What follows belongs to an exercise in optimizing a design on an open flow for small area and a short achievable clock period; a production flow would make more cautious choices.
Function was checked by simulation only, so behaviour that the tests miss may differ from the original.
Power figures rest on the tool's default switching activity, not on a simulated workload.

==> flow/run.sh <==
#!/bin/bash
# The standard layout, with the port buffers that buffer_ports inserts made
# sky130_fd_sc_hd__buf_1 instead of the cell it picks on its own.
set -euo pipefail
bash standard.sh BUFFER_PORTS_ARGS="-buffer_cell sky130_fd_sc_hd__buf_1" finish > standard_make.log 2>&1
==> standard.sh <==
#!/bin/bash
# synth_recipe.tcl (not shown) runs the flow's synth.tcl, then flattens the netlist and writes it again
# the make line also repeats each setting of config.mk as NAME=value (left out here)
make -C /OpenROAD-flow-scripts/flow DESIGN_CONFIG=/design/flow/config.mk WORK_HOME=/design/flow/orfs CLKGATE_MAP_FILE= SYNTH_SCRIPT=/design/flow/synth_recipe.tcl "${@:-finish}"
==> config.mk <==
export PLATFORM = sky130hd
export DESIGN_NAME = BLOCK_ULA_OPS
export DESIGN_NICKNAME = BLOCK_ULA_OPS
export VERILOG_FILES = /design/flow/design.v
export SDC_FILE = /design/flow/constraint.sdc
export NUM_CORES = 4
export LEC_CHECK = 0
export CAP_MARGIN = 20
export CORE_MARGIN = 2
export CORE_UTILIZATION = 65
export GPL_TIMING_DRIVEN = 0
export PLACE_DENSITY = 0.75
export SLEW_MARGIN = 20
export SYNTH_HIERARCHICAL = 1
==> constraint.sdc <==
create_clock -name core_clock -period 11.0 [get_ports {clk}]
set_input_delay 2.2000 -clock core_clock [delete_from_list [all_inputs] [get_ports {clk}]]
set_output_delay 2.2000 -clock core_clock [all_outputs]
set_load 0.01 [all_outputs]
==> design.v <==
module ULA_FA (input a, input b, input c, output s, output co);
    assign s = a ^ b ^ c;
    assign co = (a & b) | (a & c) | (b & c);
endmodule
module ULA_HS (input a, input b, output s);
    assign s = ~(a ^ b);
endmodule
module ULA_HC (input a, input b, output co);
    assign co = a | b;
endmodule
module BLOCK_ULA_OPS #(
    parameter DATA_WIDTH = 8,
    parameter ADDR_WIDTH = 12,
    parameter ULA_WIDTH = 24
    ) (
        input clk,
        input [(ADDR_WIDTH-1):0] MUX_REG1_IN,                    
        input [(DATA_WIDTH-1):0] REG1_IN,
        input [(DATA_WIDTH-1):0] MUX_REG2_IN_0,  
        input [(ADDR_WIDTH-1):0] MUX_REG2_IN_1,  
        input [(ADDR_WIDTH-1):0] MUX_REG2_IN_2,  
        input [(DATA_WIDTH-1):0] REG2_IN,
        output wire [(ULA_WIDTH-1):0] ULA_OUT,
        output reg REG_COMP_OUT,
        output reg REG_OVERFLOW_OUT,
        input [1:0] SEL_MUX1,
        input [1:0] SEL_MUX2,
        input CTRL_REG_OP1, CTRL_REG_OP2,
        input CTRL_REG_OVERFLOW, CTRL_REG_COMP,
        input [3:0] SEL_ULA
    );
reg [(DATA_WIDTH-1):0] REG1_OUT, REG2_OUT;
    always @ (posedge clk)  
    begin
        if(CTRL_REG_OP1)
            REG1_OUT <= REG1_IN;
    end
    always @ (posedge clk)  
    begin
        if(CTRL_REG_OP2)
            REG2_OUT <= REG2_IN;
    end
    wire ahi = (SEL_MUX1 == 2'b01);
    wire [11:0] a12 = (SEL_MUX1 == 2'b00) ? 12'h000 :
                      (SEL_MUX1 == 2'b01) ? 12'hFFF :
                      (SEL_MUX1 == 2'b10) ? MUX_REG1_IN :
                                            {4'h0, REG1_OUT};
    wire [11:0] b12 = (SEL_MUX2 == 2'b00) ? MUX_REG2_IN_2 :
                      (SEL_MUX2 == 2'b01) ? MUX_REG2_IN_1 :
                      (SEL_MUX2 == 2'b10) ? {4'h0, MUX_REG2_IN_0} :
                                            {4'h0, REG2_OUT};
    wire op_mul = (SEL_ULA == 4'd2);
    wire mneg = op_mul & ahi;
    wire op_brow = (SEL_ULA == 4'd0) || (SEL_ULA == 4'd1) || (SEL_ULA == 4'd5) ||
                   (SEL_ULA == 4'd6) || (SEL_ULA == 4'd7) || (SEL_ULA == 4'd8);
    genvar gi, gj;
    wire mul_j = op_mul & (SEL_MUX1 == 2'b10);
    wire mul_r = op_mul & (SEL_MUX1 == 2'b11);
    wire [11:0] am = ({12{mul_j}} & MUX_REG1_IN) | ({12{mul_r}} & {4'h0, REG1_OUT}) |
                     {11'h000, op_brow};
    reg [3:0] tt_e, tt_o;
    reg cin;
    always @* begin
        cin = 1'b0;
        tt_e = 4'b0000;
        case (SEL_ULA)
            4'd0, 4'd4:  tt_e = 4'b1100;                    
            4'd1:        begin tt_e = 4'b0011; cin = 1'b1; end  
            4'd2:        begin tt_e = {1'b0, mneg, 1'b0, mneg}; cin = mneg; end  
            4'd6:        tt_e = 4'b1111;
            4'd7:        cin = 1'b1;
            4'd12:       tt_e = 4'b0011;                    
            4'd13:       tt_e = 4'b1000;                    
            4'd14:       tt_e = 4'b1110;                    
            4'd15:       tt_e = 4'b0110;                    
            default:     tt_e = 4'b0000;
        endcase
        tt_o = (SEL_ULA == 4'd8) ? 4'b1111 : tt_e;
    end
    wire [11:0] x;
    generate for (gi = 0; gi < 12; gi = gi + 1) begin : g_x
        wire [3:0] tt = gi[0] ? tt_o : tt_e;
        assign x[gi] = (tt[3] & a12[gi] & b12[gi]) | (tt[2] & a12[gi] & ~b12[gi]) |
                       (tt[1] & ~a12[gi] & b12[gi]) | (tt[0] & ~a12[gi] & ~b12[gi]);
    end endgenerate
    wire hf = ((SEL_ULA == 4'd0) || (SEL_ULA == 4'd4) || (SEL_ULA == 4'd14) || (SEL_ULA == 4'd15)) ? ahi :
              ((SEL_ULA == 4'd1) || (SEL_ULA == 4'd12)) ? ~ahi :
              (SEL_ULA == 4'd6) || mneg;
    wire ha = (SEL_ULA == 4'd8);
    wire [23:12] h = {12{hf}} | ({12{ha}} & 12'hAAA);
    wire [11:0] ppn [0:11];
    generate for (gi = 0; gi < 12; gi = gi + 1) begin : g_pp
        for (gj = 0; gj < 12; gj = gj + 1) begin : g_ppj
            if (gj == 1 && gi < 11)
                assign ppn[gi][gj] = ~((b12[gi] & am[gj]) | x[gi + 1]);
            else if (gj == 11 && gi > 0)
                assign ppn[gi][gj] = ~((b12[gi] & am[gj]) | h[gi + 11]);
            else
                assign ppn[gi][gj] = ~(b12[gi] & am[gj]);
        end
    end endgenerate
    wire [11:0] xn = ~x;
    wire cinn = ~cin;
    wire hn23 = ~h[23];
    wire ts_1, tc_2, ts_3, tc_4, ts_5, tc_6, ts_7, tc_8, ts_9, tc_10, ts_11, tc_12, ts_13, tc_14, ts_15, tc_16, ts_17, tc_18, ts_19, tc_20, ts_21, tc_22, ts_23, tc_24, ts_25, tc_26, ts_27, tc_28, ts_29, tc_30, ts_31, tc_32, ts_33, tc_34, ts_35, tc_36, ts_37, tc_38, ts_39, tc_40, ts_43, tc_44, ts_45, tc_46, ts_49, tc_50, ts_51, tc_52, ts_55, tc_56, ts_57, tc_58, ts_61, tc_62, ts_63, tc_64, ts_65, tc_66, ts_67, tc_68, ts_69, tc_70, ts_71, tc_72, ts_73, tc_74, ts_75, tc_76, ts_77, tc_78, ts_79, tc_80, ts_81, tc_82, ts_83, tc_84, ts_85, tc_86, ts_87, tc_88, ts_89, tc_90, ts_91, tc_92, ts_95, tc_96, ts_99, tc_100, ts_103, tc_104, ts_105, tc_106, ts_107, tc_108, ts_109, tc_110, ts_111, tc_112, ts_113, tc_114, ts_115, tc_116, ts_117, tc_118, ts_119, tc_120, ts_121, tc_122, ts_123, tc_124, ts_125, tc_126, ts_127, tc_128, ts_129, tc_130, ts_131, tc_132, ts_133, tc_134, ts_135, tc_136, ts_137, tc_138, ts_139, tc_140, ts_141, tc_142, ts_143, tc_144, ts_145, tc_146, ts_147, tc_148, ts_149, tc_150, ts_151, tc_152, ts_153, tc_154, ts_155, tc_156, ts_157, tc_158, ts_159, tc_160, ts_161, tc_162, ts_163, tc_164, ts_165, tc_166, ts_167, tc_168, ts_169, tc_170, ts_171, tc_172, ts_173, tc_174, ts_175, tc_176, ts_177, tc_178, ts_179, tc_180, ts_181, tc_182, ts_185, tc_186, ts_193, tc_194, ts_195, tc_196, ts_197, tc_198, ts_199, tc_200, ts_201, tc_202, ts_203, tc_204, ts_205, tc_206, ts_207, tc_208, ts_209, tc_210, ts_211, tc_212, ts_213, tc_214, ts_215, tc_216, ts_217, tc_218, ts_219, tc_220, ts_221, tc_222, ts_223, tc_224, ts_41, tc_42, ts_47, tc_48, ts_53, tc_54, ts_59, tc_60, ts_93, tc_94, ts_97, tc_98, ts_101, tc_102, ts_183, tc_184, ts_187, tc_188, ts_189, tc_190, ts_191, tc_192;
    ULA_FA fa0 (.a(ppn[0][9]), .b(ppn[1][8]), .c(ppn[2][7]), .s(ts_1), .co(tc_2));
    ULA_FA fa1 (.a(ppn[0][10]), .b(ppn[1][9]), .c(ppn[2][8]), .s(ts_3), .co(tc_4));
    ULA_FA fa2 (.a(ppn[3][7]), .b(ppn[4][6]), .c(ppn[5][5]), .s(ts_5), .co(tc_6));
    ULA_FA fa3 (.a(ppn[0][11]), .b(ppn[1][10]), .c(ppn[2][9]), .s(ts_7), .co(tc_8));
    ULA_FA fa4 (.a(ppn[3][8]), .b(ppn[4][7]), .c(ppn[5][6]), .s(ts_9), .co(tc_10));
    ULA_FA fa5 (.a(ppn[6][5]), .b(ppn[7][4]), .c(ppn[8][3]), .s(ts_11), .co(tc_12));
    ULA_FA fa6 (.a(ppn[2][10]), .b(ppn[3][9]), .c(ppn[4][8]), .s(ts_13), .co(tc_14));
    ULA_FA fa7 (.a(ppn[5][7]), .b(ppn[6][6]), .c(ppn[7][5]), .s(ts_15), .co(tc_16));
    ULA_FA fa8 (.a(ppn[8][4]), .b(ppn[9][3]), .c(ppn[10][2]), .s(ts_17), .co(tc_18));
    ULA_FA fa9 (.a(ppn[3][10]), .b(ppn[4][9]), .c(ppn[5][8]), .s(ts_19), .co(tc_20));
    ULA_FA fa10 (.a(ppn[6][7]), .b(ppn[7][6]), .c(ppn[8][5]), .s(ts_21), .co(tc_22));
    ULA_FA fa11 (.a(ppn[4][10]), .b(ppn[5][9]), .c(ppn[6][8]), .s(ts_23), .co(tc_24));
    ULA_FA fa12 (.a(ppn[0][6]), .b(ppn[1][5]), .c(ppn[2][4]), .s(ts_25), .co(tc_26));
    ULA_FA fa13 (.a(ppn[0][7]), .b(ppn[1][6]), .c(ppn[2][5]), .s(ts_27), .co(tc_28));
    ULA_FA fa14 (.a(ppn[3][4]), .b(ppn[4][3]), .c(ppn[5][2]), .s(ts_29), .co(tc_30));
    ULA_FA fa15 (.a(ppn[0][8]), .b(ppn[1][7]), .c(ppn[2][6]), .s(ts_31), .co(tc_32));
    ULA_FA fa16 (.a(ppn[3][5]), .b(ppn[4][4]), .c(ppn[5][3]), .s(ts_33), .co(tc_34));
    ULA_FA fa17 (.a(ppn[6][2]), .b(ppn[8][0]), .c(ppn[7][1]), .s(ts_35), .co(tc_36));
    ULA_FA fa18 (.a(ppn[3][6]), .b(ppn[4][5]), .c(ppn[5][4]), .s(ts_37), .co(tc_38));
    ULA_FA fa19 (.a(ppn[6][3]), .b(ppn[7][2]), .c(ppn[9][0]), .s(ts_39), .co(tc_40));
    ULA_FA fa20 (.a(ppn[6][4]), .b(ppn[7][3]), .c(ppn[8][2]), .s(ts_43), .co(tc_44));
    ULA_FA fa21 (.a(ppn[10][0]), .b(tc_2), .c(ts_3), .s(ts_45), .co(tc_46));
    ULA_FA fa22 (.a(ppn[9][2]), .b(ppn[11][0]), .c(tc_4), .s(ts_49), .co(tc_50));
    ULA_FA fa23 (.a(tc_6), .b(ts_7), .c(ts_9), .s(ts_51), .co(tc_52));
    ULA_FA fa24 (.a(ppn[11][1]), .b(ppn[1][11]), .c(tc_8), .s(ts_55), .co(tc_56));
    ULA_FA fa25 (.a(tc_10), .b(tc_12), .c(ts_13), .s(ts_57), .co(tc_58));
    ULA_FA fa26 (.a(ppn[9][4]), .b(ppn[10][3]), .c(ppn[11][2]), .s(ts_61), .co(tc_62));
    ULA_FA fa27 (.a(ppn[2][11]), .b(tc_14), .c(tc_16), .s(ts_63), .co(tc_64));
    ULA_FA fa28 (.a(tc_18), .b(ts_19), .c(ts_21), .s(ts_65), .co(tc_66));
    ULA_FA fa29 (.a(ppn[7][7]), .b(ppn[8][6]), .c(ppn[9][5]), .s(ts_67), .co(tc_68));
    ULA_FA fa30 (.a(ppn[10][4]), .b(ppn[11][3]), .c(ppn[3][11]), .s(ts_69), .co(tc_70));
    ULA_FA fa31 (.a(tc_20), .b(tc_22), .c(ts_23), .s(ts_71), .co(tc_72));
    ULA_FA fa32 (.a(ppn[5][10]), .b(ppn[6][9]), .c(ppn[7][8]), .s(ts_73), .co(tc_74));
    ULA_FA fa33 (.a(ppn[8][7]), .b(ppn[9][6]), .c(ppn[10][5]), .s(ts_75), .co(tc_76));
    ULA_FA fa34 (.a(ppn[11][4]), .b(ppn[4][11]), .c(tc_24), .s(ts_77), .co(tc_78));
    ULA_FA fa35 (.a(ppn[6][10]), .b(ppn[7][9]), .c(ppn[8][8]), .s(ts_79), .co(tc_80));
    ULA_FA fa36 (.a(ppn[9][7]), .b(ppn[10][6]), .c(ppn[11][5]), .s(ts_81), .co(tc_82));
    ULA_FA fa37 (.a(ppn[7][10]), .b(ppn[8][9]), .c(ppn[9][8]), .s(ts_83), .co(tc_84));
    ULA_FA fa38 (.a(ppn[0][4]), .b(ppn[1][3]), .c(ppn[2][2]), .s(ts_85), .co(tc_86));
    ULA_FA fa39 (.a(ppn[0][5]), .b(ppn[1][4]), .c(ppn[2][3]), .s(ts_87), .co(tc_88));
    ULA_FA fa40 (.a(ppn[3][2]), .b(ppn[5][0]), .c(ppn[4][1]), .s(ts_89), .co(tc_90));
    ULA_FA fa41 (.a(ppn[3][3]), .b(ppn[4][2]), .c(ppn[6][0]), .s(ts_91), .co(tc_92));
    ULA_FA fa42 (.a(ppn[7][0]), .b(tc_26), .c(ts_27), .s(ts_95), .co(tc_96));
    ULA_FA fa43 (.a(tc_28), .b(tc_30), .c(ts_31), .s(ts_99), .co(tc_100));
    ULA_FA fa44 (.a(tc_32), .b(tc_34), .c(ts_37), .s(ts_103), .co(tc_104));
    ULA_FA fa45 (.a(ts_39), .b(tc_36), .c(ts_41), .s(ts_105), .co(tc_106));
    ULA_FA fa46 (.a(tc_38), .b(tc_40), .c(ts_43), .s(ts_107), .co(tc_108));
    ULA_FA fa47 (.a(ts_45), .b(tc_42), .c(ts_47), .s(ts_109), .co(tc_110));
    ULA_FA fa48 (.a(tc_44), .b(ts_49), .c(tc_46), .s(ts_111), .co(tc_112));
    ULA_FA fa49 (.a(ts_51), .b(tc_48), .c(ts_53), .s(ts_113), .co(tc_114));
    ULA_FA fa50 (.a(tc_50), .b(ts_55), .c(tc_52), .s(ts_115), .co(tc_116));
    ULA_FA fa51 (.a(ts_57), .b(ts_59), .c(tc_54), .s(ts_117), .co(tc_118));
    ULA_FA fa52 (.a(ts_61), .b(tc_56), .c(tc_58), .s(ts_119), .co(tc_120));
    ULA_FA fa53 (.a(tc_60), .b(ts_63), .c(ts_65), .s(ts_121), .co(tc_122));
    ULA_FA fa54 (.a(tc_62), .b(ts_67), .c(ts_69), .s(ts_123), .co(tc_124));
    ULA_FA fa55 (.a(tc_64), .b(tc_66), .c(ts_71), .s(ts_125), .co(tc_126));
    ULA_FA fa56 (.a(tc_68), .b(ts_73), .c(ts_75), .s(ts_127), .co(tc_128));
    ULA_FA fa57 (.a(tc_70), .b(ts_77), .c(tc_72), .s(ts_129), .co(tc_130));
    ULA_FA fa58 (.a(ppn[5][11]), .b(tc_74), .c(tc_76), .s(ts_131), .co(tc_132));
    ULA_FA fa59 (.a(ts_79), .b(ts_81), .c(tc_78), .s(ts_133), .co(tc_134));
    ULA_FA fa60 (.a(ppn[10][7]), .b(ppn[11][6]), .c(ppn[6][11]), .s(ts_135), .co(tc_136));
    ULA_FA fa61 (.a(tc_80), .b(tc_82), .c(ts_83), .s(ts_137), .co(tc_138));
    ULA_FA fa62 (.a(ppn[8][10]), .b(ppn[9][9]), .c(ppn[10][8]), .s(ts_139), .co(tc_140));
    ULA_FA fa63 (.a(ppn[11][7]), .b(ppn[7][11]), .c(tc_84), .s(ts_141), .co(tc_142));
    ULA_FA fa64 (.a(ppn[9][10]), .b(ppn[10][9]), .c(ppn[11][8]), .s(ts_143), .co(tc_144));
    ULA_FA fa65 (.a(ppn[0][3]), .b(ppn[1][2]), .c(ppn[3][0]), .s(ts_145), .co(tc_146));
    ULA_FA fa66 (.a(ppn[4][0]), .b(ts_85), .c(ppn[3][1]), .s(ts_147), .co(tc_148));
    ULA_FA fa67 (.a(tc_86), .b(ts_87), .c(ts_89), .s(ts_149), .co(tc_150));
    ULA_FA fa68 (.a(tc_88), .b(ts_91), .c(tc_90), .s(ts_151), .co(tc_152));
    ULA_FA fa69 (.a(tc_92), .b(ts_95), .c(tc_94), .s(ts_153), .co(tc_154));
    ULA_FA fa70 (.a(tc_96), .b(ts_99), .c(tc_98), .s(ts_155), .co(tc_156));
    ULA_FA fa71 (.a(tc_100), .b(ts_103), .c(tc_102), .s(ts_157), .co(tc_158));
    ULA_FA fa72 (.a(tc_104), .b(ts_107), .c(tc_106), .s(ts_159), .co(tc_160));
    ULA_FA fa73 (.a(tc_108), .b(ts_111), .c(tc_110), .s(ts_161), .co(tc_162));
    ULA_FA fa74 (.a(tc_112), .b(ts_115), .c(ts_117), .s(ts_163), .co(tc_164));
    ULA_FA fa75 (.a(tc_116), .b(ts_119), .c(ts_121), .s(ts_165), .co(tc_166));
    ULA_FA fa76 (.a(ts_123), .b(tc_120), .c(tc_122), .s(ts_167), .co(tc_168));
    ULA_FA fa77 (.a(ts_127), .b(tc_124), .c(ts_129), .s(ts_169), .co(tc_170));
    ULA_FA fa78 (.a(tc_128), .b(ts_131), .c(ts_133), .s(ts_171), .co(tc_172));
    ULA_FA fa79 (.a(ts_135), .b(tc_132), .c(ts_137), .s(ts_173), .co(tc_174));
    ULA_FA fa80 (.a(ts_139), .b(tc_136), .c(ts_141), .s(ts_175), .co(tc_176));
    ULA_FA fa81 (.a(ppn[8][11]), .b(tc_140), .c(ts_143), .s(ts_177), .co(tc_178));
    ULA_FA fa82 (.a(ppn[10][10]), .b(ppn[11][9]), .c(ppn[9][11]), .s(ts_179), .co(tc_180));
    ULA_FA fa83 (.a(ppn[0][0]), .b(xn[0]), .c(cinn), .s(ts_181), .co(tc_182));
    ULA_FA fa84 (.a(ppn[0][2]), .b(ppn[2][0]), .c(ppn[1][1]), .s(ts_185), .co(tc_186));
    ULA_FA fa85 (.a(ts_93), .b(ts_151), .c(tc_150), .s(ts_193), .co(tc_194));
    ULA_FA fa86 (.a(ts_97), .b(tc_152), .c(ts_153), .s(ts_195), .co(tc_196));
    ULA_FA fa87 (.a(tc_154), .b(ts_155), .c(ts_101), .s(ts_197), .co(tc_198));
    ULA_FA fa88 (.a(tc_156), .b(ts_105), .c(ts_157), .s(ts_199), .co(tc_200));
    ULA_FA fa89 (.a(ts_109), .b(tc_158), .c(ts_159), .s(ts_201), .co(tc_202));
    ULA_FA fa90 (.a(ts_113), .b(tc_160), .c(ts_161), .s(ts_203), .co(tc_204));
    ULA_FA fa91 (.a(tc_114), .b(tc_162), .c(ts_163), .s(ts_205), .co(tc_206));
    ULA_FA fa92 (.a(tc_118), .b(ts_165), .c(tc_164), .s(ts_207), .co(tc_208));
    ULA_FA fa93 (.a(ts_125), .b(tc_166), .c(ts_167), .s(ts_209), .co(tc_210));
    ULA_FA fa94 (.a(tc_126), .b(tc_168), .c(ts_169), .s(ts_211), .co(tc_212));
    ULA_FA fa95 (.a(tc_130), .b(ts_171), .c(tc_170), .s(ts_213), .co(tc_214));
    ULA_FA fa96 (.a(tc_134), .b(ts_173), .c(tc_172), .s(ts_215), .co(tc_216));
    ULA_FA fa97 (.a(tc_138), .b(ts_175), .c(tc_174), .s(ts_217), .co(tc_218));
    ULA_FA fa98 (.a(tc_142), .b(ts_177), .c(tc_176), .s(ts_219), .co(tc_220));
    ULA_FA fa99 (.a(tc_144), .b(ts_179), .c(tc_178), .s(ts_221), .co(tc_222));
    ULA_FA fa100 (.a(ppn[11][10]), .b(ppn[10][11]), .c(tc_180), .s(ts_223), .co(tc_224));
    ULA_HS ha0s (.a(ts_1), .b(ppn[8][1]), .s(ts_41));
    ULA_HC ha0c (.a(ts_1), .b(ppn[8][1]), .co(tc_42));
    ULA_HS ha1s (.a(ts_5), .b(ppn[9][1]), .s(ts_47));
    ULA_HC ha1c (.a(ts_5), .b(ppn[9][1]), .co(tc_48));
    ULA_HS ha2s (.a(ts_11), .b(ppn[10][1]), .s(ts_53));
    ULA_HC ha2c (.a(ts_11), .b(ppn[10][1]), .co(tc_54));
    ULA_HS ha3s (.a(ts_15), .b(ts_17), .s(ts_59));
    ULA_HC ha3c (.a(ts_15), .b(ts_17), .co(tc_60));
    ULA_HS ha4s (.a(ts_25), .b(ppn[5][1]), .s(ts_93));
    ULA_HC ha4c (.a(ts_25), .b(ppn[5][1]), .co(tc_94));
    ULA_HS ha5s (.a(ts_29), .b(ppn[6][1]), .s(ts_97));
    ULA_HC ha5c (.a(ts_29), .b(ppn[6][1]), .co(tc_98));
    ULA_HS ha6s (.a(ts_33), .b(ts_35), .s(ts_101));
    ULA_HC ha6c (.a(ts_33), .b(ts_35), .co(tc_102));
    ULA_HS ha7s (.a(ppn[1][0]), .b(ppn[0][1]), .s(ts_183));
    ULA_HC ha7c (.a(ppn[1][0]), .b(ppn[0][1]), .co(tc_184));
    ULA_HS ha8s (.a(ts_145), .b(ppn[2][1]), .s(ts_187));
    ULA_HC ha8c (.a(ts_145), .b(ppn[2][1]), .co(tc_188));
    ULA_HS ha9s (.a(tc_146), .b(ts_147), .s(ts_189));
    ULA_HC ha9c (.a(tc_146), .b(ts_147), .co(tc_190));
    ULA_HS ha10s (.a(tc_148), .b(ts_149), .s(ts_191));
    ULA_HC ha10c (.a(tc_148), .b(ts_149), .co(tc_192));
    wire [23:0] row1 = {(hn23), tc_224, tc_222, tc_220, tc_218, tc_216, tc_214, tc_212, tc_210, tc_208, tc_206, tc_204, tc_202, tc_200, tc_198, tc_196, tc_194, tc_192, tc_190, tc_188, tc_186, tc_184, tc_182, ts_181};
    wire [23:0] row2 = {1'b1, ppn[11][11], ts_223, ts_221, ts_219, ts_217, ts_215, ts_213, ts_211, ts_209, ts_207, ts_205, ts_203, ts_201, ts_199, ts_197, ts_195, ts_193, ts_191, ts_189, ts_187, ts_185, ts_183, 1'b1};
    wire [23:0] cp = row1 ^ row2;
    wire [23:0] cg = row1 & row2;
    wire ag1 = cg[1] | (cp[1] & (cg[0] | cp[0]));
    wire ag2 = cg[3] | (cp[3] & cg[2]);
    wire ap2 = cp[3] & cp[2];
    wire ag3 = cg[5] | (cp[5] & cg[4]);
    wire ap3 = cp[5] & cp[4];
    wire ag4 = cg[7] | (cp[7] & cg[6]);
    wire ap4 = cp[7] & cp[6];
    wire ag5 = cg[2] | (cp[2] & ag1);
    wire ag6 = ag2 | (ap2 & ag1);
    wire ag7 = cg[6] | (cp[6] & ag3);
    wire ap7 = cp[6] & ap3;
    wire ag8 = ag4 | (ap4 & ag3);
    wire ap8 = ap4 & ap3;
    wire ag9 = cg[4] | (cp[4] & ag6);
    wire ag10 = ag3 | (ap3 & ag6);
    wire ag11 = ag7 | (ap7 & ag6);
    wire ag12 = ag8 | (ap8 & ag6);
    wire ag13 = cg[9] | (cp[9] & cg[8]);
    wire ap13 = cp[9] & cp[8];
    wire ag14 = cg[11] | (cp[11] & cg[10]);
    wire ap14 = cp[11] & cp[10];
    wire ag15 = cg[13] | (cp[13] & cg[12]);
    wire ap15 = cp[13] & cp[12];
    wire ag16 = cg[15] | (cp[15] & cg[14]);
    wire ap16 = cp[15] & cp[14];
    wire ag17 = cg[17] | (cp[17] & cg[16]);
    wire ap17 = cp[17] & cp[16];
    wire ag18 = cg[19] | (cp[19] & cg[18]);
    wire ap18 = cp[19] & cp[18];
    wire ag19 = cg[21] | (cp[21] & cg[20]);
    wire ap19 = cp[21] & cp[20];
    wire ag20 = cg[10] | (cp[10] & ag13);
    wire ap20 = cp[10] & ap13;
    wire ag21 = ag14 | (ap14 & ag13);
    wire ap21 = ap14 & ap13;
    wire ag22 = cg[14] | (cp[14] & ag15);
    wire ap22 = cp[14] & ap15;
    wire ag23 = ag16 | (ap16 & ag15);
    wire ap23 = ap16 & ap15;
    wire ag24 = cg[18] | (cp[18] & ag17);
    wire ap24 = cp[18] & ap17;
    wire ag25 = ag18 | (ap18 & ag17);
    wire ap25 = ap18 & ap17;
    wire ag26 = cg[22] | (cp[22] & ag19);
    wire ap26 = cp[22] & ap19;
    wire ag27 = cg[12] | (cp[12] & ag21);
    wire ap27 = cp[12] & ap21;
    wire ag28 = ag15 | (ap15 & ag21);
    wire ap28 = ap15 & ap21;
    wire ag29 = ag22 | (ap22 & ag21);
    wire ap29 = ap22 & ap21;
    wire ag30 = ag23 | (ap23 & ag21);
    wire ap30 = ap23 & ap21;
    wire ag31 = cg[20] | (cp[20] & ag25);
    wire ap31 = cp[20] & ap25;
    wire ag32 = ag19 | (ap19 & ag25);
    wire ap32 = ap19 & ap25;
    wire ag33 = ag26 | (ap26 & ag25);
    wire ap33 = ap26 & ap25;
    wire ag34 = cg[16] | (cp[16] & ag30);
    wire ap34 = cp[16] & ap30;
    wire ag35 = ag17 | (ap17 & ag30);
    wire ap35 = ap17 & ap30;
    wire ag36 = ag24 | (ap24 & ag30);
    wire ap36 = ap24 & ap30;
    wire ag37 = ag25 | (ap25 & ag30);
    wire ap37 = ap25 & ap30;
    wire ag38 = ag31 | (ap31 & ag30);
    wire ap38 = ap31 & ap30;
    wire ag39 = ag32 | (ap32 & ag30);
    wire ap39 = ap32 & ap30;
    wire ag40 = ag33 | (ap33 & ag30);
    wire ap40 = ap33 & ap30;
    wire ag41 = cg[8] | (cp[8] & ag12);
    wire ag42 = ag13 | (ap13 & ag12);
    wire ag43 = ag20 | (ap20 & ag12);
    wire ag44 = ag21 | (ap21 & ag12);
    wire ag45 = ag27 | (ap27 & ag12);
    wire ag46 = ag28 | (ap28 & ag12);
    wire ag47 = ag29 | (ap29 & ag12);
    wire ag48 = ag30 | (ap30 & ag12);
    wire ag49 = ag34 | (ap34 & ag12);
    wire ag50 = ag35 | (ap35 & ag12);
    wire ag51 = ag36 | (ap36 & ag12);
    wire ag52 = ag37 | (ap37 & ag12);
    wire ag53 = ag38 | (ap38 & ag12);
    wire ag54 = ag39 | (ap39 & ag12);
    wire ag55 = ag40 | (ap40 & ag12);
    wire [23:0] res;
    assign res[0] = cp[0];
    assign res[1] = ~(cp[1] ^ (cg[0] | cp[0]));
    assign res[2] = ~(cp[2] ^ ag1);
    assign res[3] = ~(cp[3] ^ ag5);
    assign res[4] = ~(cp[4] ^ ag6);
    assign res[5] = ~(cp[5] ^ ag9);
    assign res[6] = ~(cp[6] ^ ag10);
    assign res[7] = ~(cp[7] ^ ag11);
    assign res[8] = ~(cp[8] ^ ag12);
    assign res[9] = ~(cp[9] ^ ag41);
    assign res[10] = ~(cp[10] ^ ag42);
    assign res[11] = ~(cp[11] ^ ag43);
    assign res[12] = ~(cp[12] ^ ag44);
    assign res[13] = ~(cp[13] ^ ag45);
    assign res[14] = ~(cp[14] ^ ag46);
    assign res[15] = ~(cp[15] ^ ag47);
    assign res[16] = ~(cp[16] ^ ag48);
    assign res[17] = ~(cp[17] ^ ag49);
    assign res[18] = ~(cp[18] ^ ag50);
    assign res[19] = ~(cp[19] ^ ag51);
    assign res[20] = ~(cp[20] ^ ag52);
    assign res[21] = ~(cp[21] ^ ag53);
    assign res[22] = ~(cp[22] ^ ag54);
    assign res[23] = ~(cp[23] ^ ag55);
    assign ULA_OUT = res;
    wire [12:0] blt, bgt;
    assign blt[0] = 1'b0;
    assign bgt[0] = 1'b0;
    generate for (gi = 0; gi < 12; gi = gi + 1) begin : g_cmp
        assign blt[gi + 1] = (~b12[gi] & a12[gi]) | (~b12[gi] & blt[gi]) | (a12[gi] & blt[gi]);
        assign bgt[gi + 1] = (b12[gi] & ~a12[gi]) | (b12[gi] & bgt[gi]) | (~a12[gi] & bgt[gi]);
    end endgenerate
    wire comp = (SEL_ULA == 4'd9)  ? (~ahi & ~blt[12] & ~bgt[12]) :
                (SEL_ULA == 4'd10) ? (ahi | blt[12]) :
                (SEL_ULA == 4'd11) ? (~ahi & bgt[12]) :
                1'b0;
    wire ovf = ((SEL_ULA == 4'd0) || (SEL_ULA == 4'd2)) && (|ULA_OUT[23:8]);
    always @ (posedge clk)   
    begin
        if(CTRL_REG_COMP)
            REG_COMP_OUT <= comp;
    end
    always @ (posedge clk)  
    begin
        if(CTRL_REG_OVERFLOW)
            REG_OVERFLOW_OUT <= ovf;
    end
endmodule
==> results of run 1 <==
worst max-delay path by stage:
stage                            from          end  slack, ps  cells after the start
after global routing      SEL_MUX1[1]  ULA_OUT[21]         30                     21
after detailed placement  SEL_MUX1[1]  ULA_OUT[21]        450                     21
final                     SEL_MUX1[1]  ULA_OUT[15]        320                     21
after global placement    SEL_MUX1[1]  ULA_OUT[21]        580                     21
after CTS                 SEL_MUX1[1]  ULA_OUT[21]        430                     21
after floorplan           SEL_MUX1[1]  ULA_OUT[21]       1460                     19
per-module statistics from Yosys, one instance, submodules excluded:
module	cell area, um2	cells inside	times used	flip-flops and latches
BLOCK_ULA_OPS	3640	550	1	18
ULA_FA	20.0	1	101	0
ULA_HS	8.76	1	11	0
ULA_HC	6.26	1	11	0
routing by layer:
metal	GRT usage	vias up	wire length [um]
li1	-	2526	-
met1	0.479	2705	6440
met2	0.598	341	8080
met3	0.0440	67	1470
met4	0.135	0	738
met5	0	-	0
flip-flops by register name, summed over array words and instances (netlist names):
register / cells
REG1_OUT: 8
REG2_OUT: 8
REG_COMP_OUT: 1
REG_OVERFLOW_OUT: 1
cell families after synthesis:
kind of cell,share of synthesized area
buffers and inverters,0.0376
AND/OR/NAND/NOR,0.196
AO/OA/AOI/OAI,0.165
flip-flops,0.0927
multiplexers,0.0592
XOR/XNOR,0.0436
adder cells (fa/ha/maj),0.406
placed cells by master (no fill, tap or decap), drive strengths merged, types with 2 or more instances in the layout:
cell type / count
a211o: 3
a211oi: 5
a21boi: 8
a21o: 12
a21oi: 50
a221oi: 4
a22oi: 2
a31oi: 7
and2: 5
and3: 3
buf: 101
clkbuf: 42
edfxtp: 18
fa: 104
ha: 22
inv: 16
mux2i: 12
mux4: 10
nand2: 165
nand2b: 5
nand3: 5
nand3b: 2
nor2: 38
nor2b: 7
nor3: 12
o211ai: 3
o21a: 5
o21ai: 28
o221ai: 9
o22ai: 10
o31ai: 2
or2: 15
or3: 4
or4: 3
xnor2: 18
xor2: 11
synth_stat cells (all sizes together), types with 15 or more instances:
cell	count	area (um2)
a21oi	50	254
edfxtp	18	541
or2	15	93.8
clkbuf	39	146
fa	104	2080
nand2	165	619
xnor2	18	158
o21ai	28	140
ha	22	275
inv	16	60.1
nor2	38	143
power breakdown:
part	switching (uW)	leakage [uW]	internal [uW]	total [uW]
Combinational	211	0.00153	131	342
Sequential	2.17	0.000177	81.5	83.7
Clock	21.2	0.0000231	24.8	45.9
Total	235	0.00173	237	472
area by class of cell:
type                       count  area share
multi-input combinational    597       0.795
tap                          108      0.0212
timing repair buffer          98      0.0577
clock buffer                   3     0.00647
inverter                      16     0.00942
clock inverter                 1    0.000588
sequential                    18      0.0847
buffer                        42      0.0249
worst max-delay path, cell delays in order:
cell,delay [ps]
buf_1,170
nor2b_1,230
clkbuf_1,400
and3_1,280
and2_1,250
clkbuf_1,440
nand2_1,160
fa_1,580
fa_1,450
fa_1,470
fa_1,510
fa_1,430
ha_1,230
or3_1,370
o211ai_1,210
a21boi_1,160
o21a_1,230
o21a_1,200
nor2_1,130
xor2_1,180
buf_1,190
per-stage QoR:
step	std cells	setup WS, ps
3_5_place_dp	879	447
5_1_grt	883	25.2
4_1_cts	883	429
3_3_place_gp	879	584
6_report	883	322
2_1_floorplan	673	1460
==> key figures, run 1 <==
Finish
  • Multi-input logic area: 0.00507 mm2
  • Nets: 975
  • Final Cell Area: 0.00638 mm2
  • Share of cells above drive strength 1: 0.0258
  • Fillers: 698
  • Post-layout util: 0.731
  • Storage cell area: 541 um2
  • Layout area overhead: 9.40%
  • Ant. Diodes: 0

Die
  • Row cnt: 34
  • IO Count: 99
  • CORE AREA: 0.00872 mm2
  • Height of the die: 98.7 um
  • Die W: 98.7 um
  • Die footprint: 0.00974 mm2
  • Starting Density: 0.669

Global route
  • Initial antenna violation count: 0
  • Vias in the first global route: 5782
  • GRT Total Usage: 0.356
  • Global-route wire length before repair: 27.5 mm
  • GR Overflow Total: 0
  • Largest net degree at the start of global routing: 11

Placement
  • HPWL after DPL: 13.8 mm
  • Area after DPL: 0.00633 mm2
  • Gpl congestion: 0.954
  • Port Buf Inserts: 98

Logic synthesis
  • Avg Inst Size Synth: 8.66 um2
  • Distinct cell type count after synthesis: 49
  • Sequential share of the synthesized area: 0.0927
  • FF+latch count, synth: 18
  • Commonest register cell after synthesis: edfxtp_1
  • Number of synthesized flops with an enable pin: 18
  • Synth Cell Area: 0.00583 mm2
  • Async SR Flop Fraction: 0
  • Syn Inst Count: 673
  • Number of warnings issued by yosys: 7
  • Mapped Nets: 872

Critical path
  • Critical path required time: 8800 ps
  • Startpoint types: input pin
  • Crit path DAT: 8480 ps
  • Worst setup path category: in -> out
  • R2r endpoint: REG_OVERFLOW_OUT$_DFFE_PP_
  • Flop-to-flop setup slack: 4060 ps
  • FF-to-FF Start: REG2_OUT[0]$_DFFE_PP_
  • Worst setup EP type: output pin
  • Worst Reg-to-Reg Cells: 18
  • Critical-path maximum fanout: 10

Timing
  • Fin crit share: 0.971
  • RSZ-0062 raised after global routing: false
  • Endpoints failing setup: 0
  • Max Clock Freq: 0.0936 GHz
  • Final TNS setup: 0 ps
  • Max Slew Vio Count: 0
  • Max_slew headroom: 0.270
  • Fin. Hold Viols: 0
  • Crit path time final: 10680 ps
  • Worst slew pin tran: 1080 ps
  • Hold slack: 1190 ps
  • Final clock skew: 7.26 ps

Clocking
  • CTS tree: done
  • Clock Latency Late Sink: 250 ps
  • Post-CTS Setup Bufs: 0
  • Root Driver: clkbuf_8
  • CTS buffer count: 3
  • H-tree depth: 1
  • Hold-fix buffers at CTS: 0
  • Clock sinks: 18
  • Worst-path clk slew: 70 ps
  • Clk buf depth: 2
  • PostCTS Resize Cnt: 0

Power
  • Total power: 472 uW
  • Leakage: 0.00173 uW
  • Peak supply drop: 0.000110 V
  • Pwr dens: 74.0 mW/mm2

Min path
  • Hold Crit Start: REG1_OUT[7]$_DFFE_PP_
  • Hold Crit Endpoint: REG_COMP_OUT$_DFFE_PP_
  • Hold WC Path Type: reg -> reg
  • Hold Path Depth: 4

Job
  • Maxcap violations: 0

Route
  • DR vias/cell: 6.39
  • DRC violations left: 0
  • Iteration-0 DRC count of the detailed router: 493
  • Initial DRT Pass Iterations: 5
  • Wirelength per Cell: 18.9 um
  • Routed wire length: 16.7 mm
  • ANT nets after route: 0
  • Routed via count: 5639

Status
  • Status: complete, no violations
==> inputs of run 2 (changes only) <==
--- a/config.mk
+++ b/config.mk
@@ -8,7 +8,7 @@
 export CAP_MARGIN = 20
 export CORE_MARGIN = 2
 export CORE_UTILIZATION = 65
-export GPL_TIMING_DRIVEN = 0
 export PLACE_DENSITY = 0.75
+export SETUP_SLACK_MARGIN = 1.2
 export SLEW_MARGIN = 20
 export SYNTH_HIERARCHICAL = 1
==> key figures, run 2 <==
Status
  • Status: complete, no violations

Critical path
  • Worst setup EP type: output pin
  • Worst path cell trace: clkbuf_4 > nor2b_4 > clkdlybuf4s15_2 > nand2_1 > a21oi_1 > buf_4 > nand2_1 > fa_1 > fa_1 > fa_1 > fa_1 > fa_1 > ha_1 > a21oi_1 > o21ai_1 > or2_2 > o22ai_2 > nor2b_1 > nor2_1 > xnor2_1 > buf_1
  • Slowest-stage cell, CP: fa_1
  • Worst setup path category: in -> out
  • Slowest cell delay on critical path: 560 ps
  • Crit path DAT: 7470 ps
  • Startpoint types: input pin
  • Cell repeated most along the worst path: fa_1
  • Critical path required time: 8800 ps
  • Critical-path maximum fanout: 14

Power
  • Clk pwr share: 0.097
  • Sw Pwr: 249 uW
  • Leakage: 0.00213 uW
  • Combinational group share of total power: 0.736
  • Pint: 256 uW
  • Net Sw Frac: 0.494
  • Pwr dens: 72.0 mW/mm2
  • Sequential Power Share: 0.167
  • Peak supply drop: 0.0000941 V

Placement
  • Port Buf Inserts: 98
  • Gpl congestion: 0.997
  • Pre-CTS setup slack: 630 ps
  • HPWL after DPL: 12.8 mm

Clocking
  • CTS buffer count: 3
  • Worst-path clk slew: 80 ps
  • Root Driver: clkbuf_8
  • Clock sinks: 18
  • Clk buf depth: 2
  • Clock Latency Late Sink: 260 ps
  • H-tree depth: 1
  • CTS tree: done

Finish
  • Fillers: 590
  • Post-layout util: 0.804
  • Commonest non-fill, non-tap cells in the layout: nand2_1 (165), fa_1 (102), buf_1 (92), buf_4 (62), a21oi_1 (46)
  • Layout area overhead: 20.3%
  • Ant. Diodes: 0
  • Share of cells above drive strength 1: 0.149
  • Multi-input logic area: 0.00524 mm2
  • Storage cell area: 541 um2
  • Nets: 1005
  • Commonest non-fill, non-tap cell in the layout: nand2_1
  • Biggest regs: REG1_OUT: 8 flops, REG2_OUT: 8 flops

Global route
  • Initial antenna violation count: 0
  • GRT Total Usage: 0.358
  • GR Overflow Total: 0
  • Global-route wire length before repair: 28.0 mm
  • Largest net degree at the start of global routing: 25
  • Vias in the first global route: 5837

Route
  • Routed via count: 6062
  • Routed wire length: 18.4 mm
  • ANT nets after route: 0
  • DR vias/cell: 6.64
  • Iteration-0 DRC count of the detailed router: 515
  • Wirelength per Cell: 20.2 um
  • DRC violations left: 0
  • Initial DRT Pass Iterations: 6

Timing
  • RSZ-0062 raised after global routing: true
  • Final TNS setup: 0 ps
  • Worst slew pin tran: 742 ps
  • Max Clock Freq: 0.103 GHz
  • Max_slew headroom: 0.500
  • Max Slew Vio Count: 0
  • Fin. Hold Viols: 0
  • Setup ws final: 1330 ps
  • Final clock skew: 6.89 ps
  • Crit path time final: 9670 ps
  • Fin crit share: 0.880
  • Endpoints failing setup: 0

Logic synthesis
  • Syn Inst Count: 673
  • Most frequent cell after synthesis: nand2_1
  • Top post-synthesis cells by count: nand2_1 (165), fa_1 (104), a21oi_1 (49)
  • Area leader, netlist: fa_1
  • Distinct cell type count after synthesis: 49
  • FF+latch count, synth: 18
  • Synth top area share: 0.357
  • Synth area leaders: fa_1 (36%), nand2_1 (11%), edfxtp_1 (9.3%)
  • Sequential share of the synthesized area: 0.0927
  • Commonest register cell after synthesis: edfxtp_1
  • Async SR Flop Fraction: 0
  • Mapped Nets: 872
  • Synth Cell Area: 0.00583 mm2
  • Avg Inst Size Synth: 8.66 um2
  • Number of synthesized flops with an enable pin: 18
  • Number of warnings issued by yosys: 7

Die
  • CORE AREA: 0.00872 mm2
  • IO Count: 99
  • Die footprint: 0.00974 mm2
  • Height of the die: 98.7 um
  • Row cnt: 34
  • Die W: 98.7 um
  • Starting Density: 0.669

Job
  • Maxcap violations: 0

Min path
  • Hold WC Path Type: reg -> reg
-- run 2: changes by cell type in the layout (fill, tap and decap cells not counted), moves of 4 or more --
cell,delta
buf_4,+62
buf_1,-8
and2_1,-4
clkbuf_1,-39
-- run 2: kinds of logic after synthesis --
kind of cell	after synthesis	synth area share
buffers and inverters	58	0.0376
multiplexers	22	0.0592
adder cells (fa/ha/maj)	127	0.406
AO/OA/AOI/OAI	153	0.165
XOR/XNOR	29	0.0436
AND/OR/NAND/NOR	266	0.196
flip-flops	18	0.0927
-- run 2: timing repair --
item,4_1_cts,5_1_grt
setup buffers,5,42
gates resized for setup,24,29
hold buffers,0,0
endpoints found under the setup margin,12,11
gates cloned,0,4
pin swaps,1,7
-- run 2: routing by layer --
layer | share of wire | track usage
met5 | 0 | 0
met4 | 0.056 | 0.140
met3 | 0.099 | 0.0383
met2 | 0.50 | 0.612
met1 | 0.35 | 0.475
-- run 2: power by group through the flow --
stage / Sequential [uW] / Combinational [uW] / Clock, uW
3_5_place_dp: 85.0 / 337 / 0
4_1_cts: 83.5 / 345 / 47.6
3_3_place_gp: 84.8 / 326 / 0
6_report: 84.1 / 372 / 49.2
2_1_floorplan: 84.5 / 239 / 0
5_1_grt: 84.6 / 404 / 52.2
-- run 2: worst max-delay path: cells and delay by family --
| kind | cells | cell delay [ps] |
|---|---|---|
| compound gates | 4 | 650 |
| xor+xnor | 1 | 130 |
| buf+inv | 4 | 920 |
| fa+ha+maj | 6 | 2650 |
| simple gates | 6 | 890 |
-- run 2: path summary, 6_finish.rpt --
check	startpoint	end	slack (ps)	depth (start not counted)
worst max register to register	REG2_OUT[4]$_DFFE_PP_	REG_OVERFLOW_OUT$_DFFE_PP_	4220	19
worst min register to register	REG1_OUT[7]$_DFFE_PP_	REG_COMP_OUT$_DFFE_PP_	1200	4
worst max-delay path	SEL_MUX1[1]	ULA_OUT[18]	1330	21
worst min-delay path	REG1_OUT[7]$_DFFE_PP_	REG_COMP_OUT$_DFFE_PP_	1200	4
-- run 2: final cells by class --
cell class	instances	area share
multi-input cells	598	0.748
flip-flops and latches	18	0.0771
clock inverters	1	0.000535
well taps	108	0.0193
inverters	16	0.00857
clock buffers	3	0.00589
repair buffers	169	0.141
-- run 2: stage by stage --
stage	cell area, um2	instances	hold slack (ps)	total power, uW
floorplan	5830	673	900	324
global placement	6330	858	1120	411
detailed placement	6330	858	1110	422
CTS	6480	867	1130	476
global route	7010	913	1260	541
finish	7010	913	1200	505
-- run 2: modules after synthesis (local to each module, per instance) --
module,cells,flip-flops and latches
ULA_FA,1,0
ULA_HS,1,0
BLOCK_ULA_OPS,550,18
ULA_HC,1,0
==> inputs of run 3 (changes only) <==
--- a/config.mk
+++ b/config.mk
@@ -9,6 +9,6 @@
 export CORE_MARGIN = 2
 export CORE_UTILIZATION = 65
 export PLACE_DENSITY = 0.75
-export SETUP_SLACK_MARGIN = 1.2
+export SETUP_SLACK_MARGIN = 1.8
 export SLEW_MARGIN = 20
 export SYNTH_HIERARCHICAL = 1
==> key figures, run 3 <==
Status
  • Status: complete, no violations

Logic synthesis
  • Most frequent cell after synthesis: nand2_1
  • Top post-synthesis cells by count: nand2_1 (165), fa_1 (104), a21oi_1 (49)
  • Number of warnings issued by yosys: 7
  • Distinct cell type count after synthesis: 49
  • FF+latch count, synth: 18
  • Synth Cell Area: 0.00583 mm2
  • Mapped Nets: 872
  • Syn Inst Count: 673
  • Sequential share of the synthesized area: 0.0927
  • Number of synthesized flops with an enable pin: 18
  • Avg Inst Size Synth: 8.66 um2
  • Async SR Flop Fraction: 0
  • Synth area leaders: fa_1 (36%), nand2_1 (11%), edfxtp_1 (9.3%)
  • Area leader, netlist: fa_1
  • Commonest register cell after synthesis: edfxtp_1
  • Synth top area share: 0.357

Placement
  • Area after DPL: 0.00633 mm2
  • Port Buf Inserts: 98
  • Gpl congestion: 0.955
  • HPWL after DPL: 12.7 mm

Clocking
  • Hold-fix buffers at CTS: 0
  • Worst-path clk slew: 70 ps
  • Root Driver: clkbuf_8
  • CTS buffer count: 3
  • Clock sinks: 18
  • H-tree depth: 1
  • Clock Latency Late Sink: 260 ps
  • Clk buf depth: 2
  • CTS tree: done

Power
  • Sw Pwr: 286 uW
  • Clk pwr share: 0.080
  • Net Sw Frac: 0.484
  • Peak supply drop: 0.000117 V
  • Combinational group share of total power: 0.777
  • Leakage: 0.00234 uW
  • Pint: 305 uW
  • Pwr dens: 78.0 mW/mm2
  • Sequential Power Share: 0.142

Critical path
  • Critical-path maximum fanout: 14
  • Critical path required time: 8800 ps
  • Slowest-stage cell, CP: fa_1
  • Crit path DAT: 7290 ps
  • Startpoint types: input pin
  • Worst path cell trace: buf_12 > nor2b_4 > buf_4 > nand2_1 > a21oi_4 > buf_2 > nand2_1 > fa_1 > fa_1 > fa_1 > fa_1 > ha_4 > nand2_4 > o211ai_1 > o211ai_1 > buf_4 > a21oi_4 > o21a_1 > o21a_1 > nor2_1 > xor2_1 > buf_2
  • Worst setup path category: in -> out
  • Worst setup EP type: output pin
  • Slowest cell delay on critical path: 570 ps
  • Cell repeated most along the worst path: fa_1

Die
  • CORE AREA: 0.00872 mm2
  • Starting Density: 0.669
  • Die W: 98.7 um
  • Die footprint: 0.00974 mm2
  • Row cnt: 34
  • Height of the die: 98.7 um
  • IO Count: 99

Finish
  • Ant. Diodes: 0
  • Share of cells above drive strength 1: 0.254
  • Multi-input logic area: 0.00555 mm2
  • Commonest non-fill, non-tap cell in the layout: nand2_1
  • Layout area overhead: 29.9%
  • Fillers: 462
  • Storage cell area: 541 um2
  • Final Cell Area: 0.00758 mm2
  • Biggest regs: REG1_OUT: 8 flops, REG2_OUT: 8 flops
  • Nets: 1031
  • Commonest non-fill, non-tap cells in the layout: nand2_1 (158), fa_1 (92), buf_4 (87), buf_1 (80), a21oi_1 (35)

Min path
  • Hold WC Path Type: reg -> reg

Job
  • Maxcap violations: 0

Route
  • DRC violations left: 0
  • ANT nets after route: 0
  • Metal3 WL: 2.62 mm
  • Iteration-0 DRC count of the detailed router: 761
  • DR vias/cell: 6.88
  • Initial DRT Pass Iterations: 9
  • Wirelength per Cell: 22.9 um
  • Routed via count: 6458
  • M1 WL: 6.87 mm
  • Routed wire length: 21.5 mm
  • DR WL met2: 10.0 mm
  • Max layer used: met4

Timing
  • Endpoints failing setup: 0
  • Crit path time final: 9490 ps
  • Max_slew headroom: 0.379
  • Max Slew Vio Count: 0
  • Worst slew pin tran: 922 ps
  • Final clock skew: 1.37 ps
  • Fin crit share: 0.863
  • Final TNS setup: 0 ps
  • RSZ-0062 raised after global routing: true
  • Fin. Hold Viols: 0
  • Max Clock Freq: 0.105 GHz

Global route
  • Vias in the first global route: 6449
  • Largest net degree at the start of global routing: 26
  • GR Overflow Total: 0
  • Global-route wire length before repair: 31.0 mm
  • GRT Total Usage: 0.406
  • Initial antenna violation count: 0
## run 3: cell counts after synthesis
Identical to the previous run, type by type.
## run 3: path summary, 6_finish.rpt
kind / start / endpoint / slack (ps) / cells past startpoint
hold reg to reg: REG1_OUT[7]$_DFFE_PP_ / REG_COMP_OUT$_DFFE_PP_ / 1230 / 4
hold / removal: REG1_OUT[7]$_DFFE_PP_ / REG_COMP_OUT$_DFFE_PP_ / 1230 / 4
setup reg to reg: REG2_OUT[4]$_DFFE_PP_ / REG_OVERFLOW_OUT$_DFFE_PP_ / 4240 / 20
setup / recovery: SEL_MUX1[1] / ULA_OUT[21] / 1510 / 22
## run 3: cells by family after synthesis
logic type,after synthesis,synth area share
AND/OR/NAND/NOR,266,0.196
AO/OA/AOI/OAI,153,0.165
adder cells (fa/ha/maj),127,0.406
buffers and inverters,58,0.0376
XOR/XNOR,29,0.0436
multiplexers,22,0.0592
flip-flops,18,0.0927
## run 3: routing by layer
| metal | vias up | GRT usage |
|---|---|---|
| met2 | 609 | 0.711 |
| met4 | 0 | 0.203 |
| met1 | 3016 | 0.483 |
| li1 | 2624 | - |
| met5 | - | 0 |
| met3 | 209 | 0.0716 |
## run 3: power by group through the flow
| stage | clock [uW] | sequential, uW | combinational [uW] |
|---|---|---|---|
| 6_report | 47.3 | 84.1 | 459 |
| 3_3_place_gp | 0 | 84.7 | 328 |
| 4_1_cts | 46.7 | 83.5 | 400 |
| 3_5_place_dp | 0 | 85.0 | 339 |
| 5_1_grt | 49.6 | 84.5 | 490 |
| 2_1_floorplan | 0 | 84.5 | 242 |
## run 3: through the flow
step	utilization	setup slack [ps]	instances	total power [uW]	hold slack, ps
after floorplan	-	1810	673	327	900
after global routing	0.869	1390	938	624	1260
after CTS	0.826	1740	925	530	1160
after global placement	0.726	821	855	412	1120
after detailed placement	0.726	683	855	424	1150
final	0.869	1510	938	591	1230
## run 3: layout make-up
type | instances | share of cell area
clock buffers | 3 | 0.00545
repair buffers | 196 | 0.165
multi-input cells | 597 | 0.732
flip-flops and latches | 18 | 0.0713
well taps | 108 | 0.0178
inverters | 16 | 0.00842
## run 3: what timing repair did
action	4_1_cts	5_1_grt
setup buffers	67	12
gates resized for setup	91	72
cloned	0	1
setup endpoints to repair	17	14
endpoints found under the hold margin	0	0
pin swaps	34	40
## run 3: critical path, delay by kind of cell
kind,cells,cell delay [ps]
xor+xnor,1,190
compound gates,6,1160
simple gates,5,520
fa+ha+maj,5,2380
buf+inv,5,850
## run 3: modules after synthesis, one instance, submodules excluded
| module | cells inside | times used |
|---|---|---|
| BLOCK_ULA_OPS | 550 | 1 |
| ULA_HC | 1 | 11 |
| ULA_FA | 1 | 101 |
| ULA_HS | 1 | 11 |
==> inputs of run 4 (changes only) <==
--- a/config.mk
+++ b/config.mk
@@ -9,6 +9,6 @@
 export CORE_MARGIN = 2
 export CORE_UTILIZATION = 65
 export PLACE_DENSITY = 0.75
-export SETUP_SLACK_MARGIN = 1.8
+export SETUP_SLACK_MARGIN = 0.5
 export SLEW_MARGIN = 20
 export SYNTH_HIERARCHICAL = 1
==> key figures, run 4 <==
Logic synthesis
  • Syn Inst Count: 673
  • Commonest register cell after synthesis: edfxtp_1
  • Synth area leaders: fa_1 (36%), nand2_1 (11%), edfxtp_1 (9.3%)
  • Most frequent cell after synthesis: nand2_1
  • Post-Synth Simple-Gate Area: 0.196
  • Async SR Flop Fraction: 0
  • Area leader, netlist: fa_1
  • FF+latch count, synth: 18
  • Number of warnings issued by yosys: 7
  • Post-synthesis mux area share: 0.0592
  • Avg Inst Size Synth: 8.66 um2
  • Distinct cell type count after synthesis: 49
  • Synth top area share: 0.357
  • Compound-Gate Fraction of Synth Area: 0.165
  • Adder-Cell Fraction of Synth Area: 0.406
  • Number of synthesized flops with an enable pin: 18
  • Sequential share of the synthesized area: 0.0927
  • Mapped Nets: 872
  • Synth Area in XOR/XNOR: 0.0436
  • Synth Cell Area: 0.00583 mm2
  • Largest family of logic cells by synthesized area: adder cells
  • Top post-synthesis cells by count: nand2_1 (165), fa_1 (104), a21oi_1 (49)

Clocking
  • Hold-fix buffers at CTS: 0
  • Clk buf depth: 2
  • Post-CTS Setup Bufs: 0
  • H-tree depth: 1
  • CTS buffer count: 3
  • Clock Latency Late Sink: 250 ps
  • Clock sinks: 18
  • CTS tree: done
  • Worst-path clk slew: 70 ps
  • PostCTS Resize Cnt: 0
  • Root Driver: clkbuf_8

Timing
  • Fin. Hold Viols: 0
  • Max Clock Freq: 0.0975 GHz
  • Final TNS setup: 0 ps
  • RSZ-0062 raised after global routing: true
  • Hold slack: 1200 ps
  • Crit path time final: 10260 ps
  • Fin crit share: 0.932
  • Endpoints failing setup: 0
  • Max Slew Vio Count: 0
  • Max_slew headroom: 0.398
  • Final clock skew: 2.02 ps
  • Setup ws final: 744 ps
  • Worst slew pin tran: 903 ps

Finish
  • Final non-filler cell total: 862
  • Share of cells above drive strength 1: 0.0570
  • Biggest regs: REG1_OUT: 8 flops, REG2_OUT: 8 flops
  • Fillers: 689
  • Commonest non-fill, non-tap cell in the layout: nand2_1
  • Nets: 954
  • Commonest non-fill, non-tap cells in the layout: nand2_1 (165), fa_1 (104), buf_1 (98), a21oi_1 (48), nor2_1 (38)
  • Ant. Diodes: 0
  • Layout area overhead: 9.59%

Power
  • Peak supply drop: 0.0000957 V
  • Total power: 473 uW
  • Leakage: 0.00179 uW
  • Pwr dens: 74.0 mW/mm2

Min path
  • Hold Crit Endpoint: REG_COMP_OUT$_DFFE_PP_
  • Hold WC Path Type: reg -> reg
  • Hold Path Depth: 4
  • Hold Crit Start: REG1_OUT[7]$_DFFE_PP_

Die
  • Row cnt: 34
  • Die W: 98.7 um
  • CORE AREA: 0.00872 mm2
  • IO Count: 99
  • Die footprint: 0.00974 mm2
  • Height of the die: 98.7 um
  • Starting Density: 0.669

Critical path
  • Worst setup EP type: output pin
  • R2r endpoint: REG_OVERFLOW_OUT$_DFFE_PP_
  • FF-to-FF Start: REG2_OUT[4]$_DFFE_PP_
  • Startpoint types: input pin
  • Worst Reg-to-Reg Cells: 18
  • Flop-to-flop setup slack: 4220 ps
  • Worst setup path category: in -> out
  • Critical-path maximum fanout: 14
  • Critical path required time: 8800 ps
  • Crit path DAT: 8060 ps

Global route
  • Vias in the first global route: 5806
  • Largest net degree at the start of global routing: 25
  • Global-route wire length before repair: 27.7 mm
  • Initial antenna violation count: 0
  • GRT Total Usage: 0.355
  • GR Overflow Total: 0

Placement
  • HPWL after DPL: 12.8 mm
  • Pre-CTS setup slack: 630 ps
  • Port Buf Inserts: 98
  • Gpl congestion: 0.997
  • Dpl cells: 858

Route
  • DR vias/cell: 6.50
  • Wirelength per Cell: 19.1 um
  • Initial DRT Pass Iterations: 5
  • Routed wire length: 16.4 mm
  • ANT nets after route: 0
  • DRC violations left: 0
  • Routed via count: 5604
  • Iteration-0 DRC count of the detailed router: 401

Job
  • Maxcap violations: 0

Status
  • Status: complete, no violations
-- run 4: cells by family (layout without fill, tap and decap cells) --
kind of cell    Yosys count  in the layout
compound gates          153            153
fa+ha+maj               127            127
simple gates            266            266
flops                    18             18
xor+xnor                 29             29
mux                      22             22
buf+inv                  58            139
-- run 4: final cells by class --
type / instances / area (um2) / share of cell area
Timing Repair Buffer: 119 / 526 / 0.0822
Multi-Input combinational cell: 597 / 5080 / 0.796
Inverter: 16 / 60.1 / 0.00940
Clock inverter: 1 / 3.75 / 0.000587
Sequential cell: 18 / 541 / 0.0846
Clock buffer: 3 / 41.3 / 0.00646
Tap cell: 108 / 135 / 0.0211
-- run 4: layer usage --
| metal | track usage | part of all wire | up-vias |
|---|---|---|---|
| li1 | - | - | 2480 |
| met1 | 0.468 | 0.37 | 2704 |
| met2 | 0.607 | 0.50 | 359 |
| met3 | 0.0362 | 0.097 | 61 |
| met4 | 0.141 | 0.037 | 0 |
| met5 | 0 | 0 | - |
-- run 4: worst max path at each step --
| stage | from | to | slack, ps |
|---|---|---|---|
| final | SEL_MUX1[1] | ULA_OUT[21] | 740 |
| after global routing | SEL_MUX1[1] | ULA_OUT[21] | 500 |
| after CTS | SEL_MUX1[1] | ULA_OUT[21] | 600 |
| after detailed placement | SEL_MUX1[1] | ULA_OUT[21] | 630 |
| after global placement | SEL_MUX1[1] | ULA_OUT[21] | 710 |
| after floorplan | SEL_MUX1[1] | ULA_OUT[21] | 1460 |
-- run 4: power breakdown --
group,switching (uW),internal (uW)
Clock,21.9,24.8
Combinational,211,132
Sequential,2.02,81.5
Total,235,238
-- run 4: worst max-delay path, cell delays in order --
cell and delay [ps]:
buf_1 500, nor2b_1 240, and3_1 220, and2_1 440, nand2_1 150, fa_1 590, fa_1 440, fa_1 460
fa_1 510, fa_1 410, ha_1 230, or3_1 390, o211ai_1 190, a21oi_2 160, o21a_1 220, o21a_1 190
nor2_1 110, xor2_1 200, buf_1 170
-- run 4: per-stage QoR --
step / cell area [um2] / utilization
5_1_grt: 6390 / 0.733
6_report: 6390 / 0.733
3_3_place_gp: 6330 / 0.726
4_1_cts: 6380 / 0.731
2_1_floorplan: 5830 / -
3_5_place_dp: 6330 / 0.726
-- run 4: Yosys stat by module, one instance, submodules excluded --
module         cells inside  flip-flops and latches
ULA_HS                    1                       0
BLOCK_ULA_OPS           550                      18
ULA_FA                    1                       0
ULA_HC                    1                       0
==> inputs of run 5 (changes only) <==
--- a/config.mk
+++ b/config.mk
@@ -9,6 +9,6 @@
 export CORE_MARGIN = 2
 export CORE_UTILIZATION = 65
 export PLACE_DENSITY = 0.75
-export SETUP_SLACK_MARGIN = 0.5
+export SETUP_SLACK_MARGIN = 1.0
 export SLEW_MARGIN = 20
 export SYNTH_HIERARCHICAL = 1
==> key figures, run 5 <==
Status
  • Status: complete, no violations

Timing
  • Final TNS setup: 0 ps
  • RSZ-0062 raised after global routing: false
  • Fin crit share: 0.891
  • Max_slew headroom: 0.494
  • Final clock skew: 0.732 ps
  • Endpoints failing setup: 0
  • Crit path time final: 9810 ps
  • Worst slew pin tran: 752 ps
  • Max Clock Freq: 0.102 GHz
  • Max Slew Vio Count: 0
  • Fin. Hold Viols: 0

Global route
  • Largest net degree at the start of global routing: 25
  • Global-route wire length before repair: 27.8 mm
  • Initial antenna violation count: 0
  • GRT Total Usage: 0.356
  • Vias in the first global route: 5847
  • GR Overflow Total: 0

Placement
  • HPWL after DPL: 12.8 mm
  • Dpl cells: 858
  • Gpl congestion: 0.997
  • Port Buf Inserts: 98

Route
  • Wirelength per Cell: 19.1 um
  • Iteration-0 DRC count of the detailed router: 369
  • DRC violations left: 0
  • ANT nets after route: 0
  • Initial DRT Pass Iterations: 6
  • DR vias/cell: 6.47
  • Routed via count: 5623
  • Routed wire length: 16.6 mm

Critical path
  • Worst setup EP type: output pin
  • Cell repeated most along the worst path: fa_1
  • Slowest-stage cell, CP: fa_1
  • Critical-path maximum fanout: 14
  • Slowest cell delay on critical path: 510 ps
  • Critical path required time: 8800 ps
  • Worst setup path category: in -> out
  • Crit path DAT: 7610 ps
  • Startpoint types: input pin
  • Worst path cell trace: buf_2 > nor2b_1 > buf_4 > nand2_1 > a21oi_1 > buf_4 > nand2_1 > fa_1 > fa_1 > fa_1 > fa_1 > fa_1 > ha_1 > or3_1 > o211ai_1 > a21oi_2 > o21a_1 > o21a_1 > nor2_1 > xor2_1 > buf_1

Power
  • Peak supply drop: 0.0000965 V
  • Leakage: 0.00186 uW
  • Pwr dens: 73.5 mW/mm2

Logic synthesis
  • FF+latch count, synth: 18
  • Mapped Nets: 872
  • Async SR Flop Fraction: 0
  • Number of synthesized flops with an enable pin: 18
  • Area leader, netlist: fa_1
  • Sequential share of the synthesized area: 0.0927
  • Distinct cell type count after synthesis: 49
  • Avg Inst Size Synth: 8.66 um2
  • Synth area leaders: fa_1 (36%), nand2_1 (11%), edfxtp_1 (9.3%)
  • Number of warnings issued by yosys: 7
  • Commonest register cell after synthesis: edfxtp_1
  • Synth Cell Area: 0.00583 mm2
  • Most frequent cell after synthesis: nand2_1
  • Syn Inst Count: 673
  • Synth top area share: 0.357
  • Top post-synthesis cells by count: nand2_1 (165), fa_1 (104), a21oi_1 (49)

Finish
  • Share of cells above drive strength 1: 0.0880
  • Final non-filler cell total: 869
  • Ant. Diodes: 0
  • Commonest non-fill, non-tap cell in the layout: nand2_1
  • Commonest non-fill, non-tap cells in the layout: nand2_1 (165), fa_1 (104), buf_1 (94), a21oi_1 (48), nor2_1 (35)
  • Biggest regs: REG1_OUT: 8 flops, REG2_OUT: 8 flops
  • Nets: 961
  • Layout area overhead: 12.0%

Job
  • Maxcap violations: 0

Die
  • Height of the die: 98.7 um
  • Starting Density: 0.669
  • Die footprint: 0.00974 mm2
  • IO Count: 99
  • CORE AREA: 0.00872 mm2
  • Row cnt: 34
  • Die W: 98.7 um

Clocking
  • CTS tree: done
  • Worst-path clk slew: 70 ps
  • H-tree depth: 1
  • CTS buffer count: 3
  • Root Driver: clkbuf_8
  • Clock Latency Late Sink: 250 ps
  • Hold-fix buffers at CTS: 0
  • Clock sinks: 18
  • Clk buf depth: 2

Min path
  • Hold WC Path Type: reg -> reg
## run 5: changes by cell type in the layout (fill, tap and decap cells not counted), sizes merged
cell,before,now
clkbuf,3,6
buf,119,123
## run 5: kinds of logic (layout without fill, tap and decap cells)
logic type      Yosys count  count (layout)  synth area share
compound gates          153             153             0.165
xor+xnor                 29              29            0.0436
fa+ha+maj               127             127             0.406
buf+inv                  58             146            0.0376
flops                    18              18            0.0927
mux                      22              22            0.0592
simple gates            266             266             0.196
## run 5: area by class of cell
class / count / area, um2
Inverter: 16 / 60.1
Tap cell: 108 / 135
Timing Repair Buffer: 126 / 594
Clock buffer: 3 / 41.3
Sequential cell: 18 / 541
Clock inverter: 1 / 3.75
Fill cell: 668 / 2190
Multi-Input combinational cell: 597 / 5150
## run 5: metal layers
metal	wire length [um]	vias up	GRT usage
met5	0	-	0
met4	631	0	0.150
met3	1490	65	0.0426
met2	8290	350	0.602
met1	6170	2713	0.468
li1	-	2495	-
## run 5: critical path: cells and delay by family
family	cells	cell delay, ps
simple gates	5	880
compound gates	5	890
buf+inv	4	870
xor+xnor	1	200
fa+ha+maj	6	2550
## run 5: metrics by stage
step | hold slack [ps] | instance area (um2) | power, uW | worst slack [ps] | utilization
CTS | 1130 | 6390 | 471 | 1020 | 0.733
finish | 1210 | 6530 | 480 | 1190 | 0.749
global route | 1240 | 6530 | 518 | 994 | 0.749
global placement | 1120 | 6330 | 411 | 714 | 0.726
detailed placement | 1110 | 6330 | 422 | 630 | 0.726
floorplan | 900 | 5830 | 324 | 1460 | -
## run 5: worst paths after layout
path | start | to | slack, ps | cells past startpoint
setup reg to reg | REG2_OUT[4]$_DFFE_PP_ | REG_OVERFLOW_OUT$_DFFE_PP_ | 4260 | 18
setup / recovery | SEL_MUX1[1] | ULA_OUT[21] | 1190 | 21
hold reg to reg | REG1_OUT[7]$_DFFE_PP_ | REG_COMP_OUT$_DFFE_PP_ | 1210 | 4
hold / removal | REG1_OUT[7]$_DFFE_PP_ | REG_COMP_OUT$_DFFE_PP_ | 1210 | 4
## run 5: per-module statistics from Yosys, one instance, submodules excluded
module,times used,flip-flops and latches
ULA_HC,11,0
ULA_HS,11,0
BLOCK_ULA_OPS,1,18
ULA_FA,101,0
## run 5: power breakdown
| part | switching, uW | total [uW] | leakage, uW | internal, uW |
|---|---|---|---|---|
| registers | 2.06 | 83.5 | 0.000177 | 81.5 |
| logic | 213 | 349 | 0.00166 | 136 |
| clock network | 22.7 | 47.6 | 0.0000231 | 24.8 |
## run 5: what timing repair did
item                       in CTS  in global routing
setup buffers                   0                  7
setup endpoints to repair      11                 11
pin swaps                       0                  1
gates resized for setup         8                 25

re-timing with driven ports:
The results above use ideal ports. As a check the final layouts listed here were re-extracted and re-timed, cells and wires unchanged.
Step 1 (the two cells are an assumption about what drives the block):
set clk [get_ports {clk}]
set_driving_cell -lib_cell sky130_fd_sc_hd__clkbuf_16 $clk
set_driving_cell -lib_cell sky130_fd_sc_hd__buf_2 [delete_from_list [all_inputs] $clk]
Step 2 also shifts input and output timing later by t, the mid clock arrival at the registers, as if the neighbouring blocks saw the same clock.
Slacks: ideal / step 1 / step 2; pairs: ideal / step 1.
run	t (ns)	setup slack, ns	slew at the worst register clock pin (ns)	cell pins on the clock port's net
run 1	0.270	0.322 / 0.298 / 0.298	0.07 / 0.07	1
run 2	0.281	1.325 / 1.299 / 1.299	0.08 / 0.08	1
run 3	0.287	1.511 / 1.444 / 1.444	0.07 / 0.07	1
run 4	0.277	0.744 / 0.716 / 0.716	0.07 / 0.07	1
run 5	0.279	1.194 / 1.169 / 1.169	0.07 / 0.07	1
After both steps every run listed still meets setup and hold. The setup slack of run 3, which loses most, moves by -0.067 ns with the drivers and by -0.067 ns with both steps.
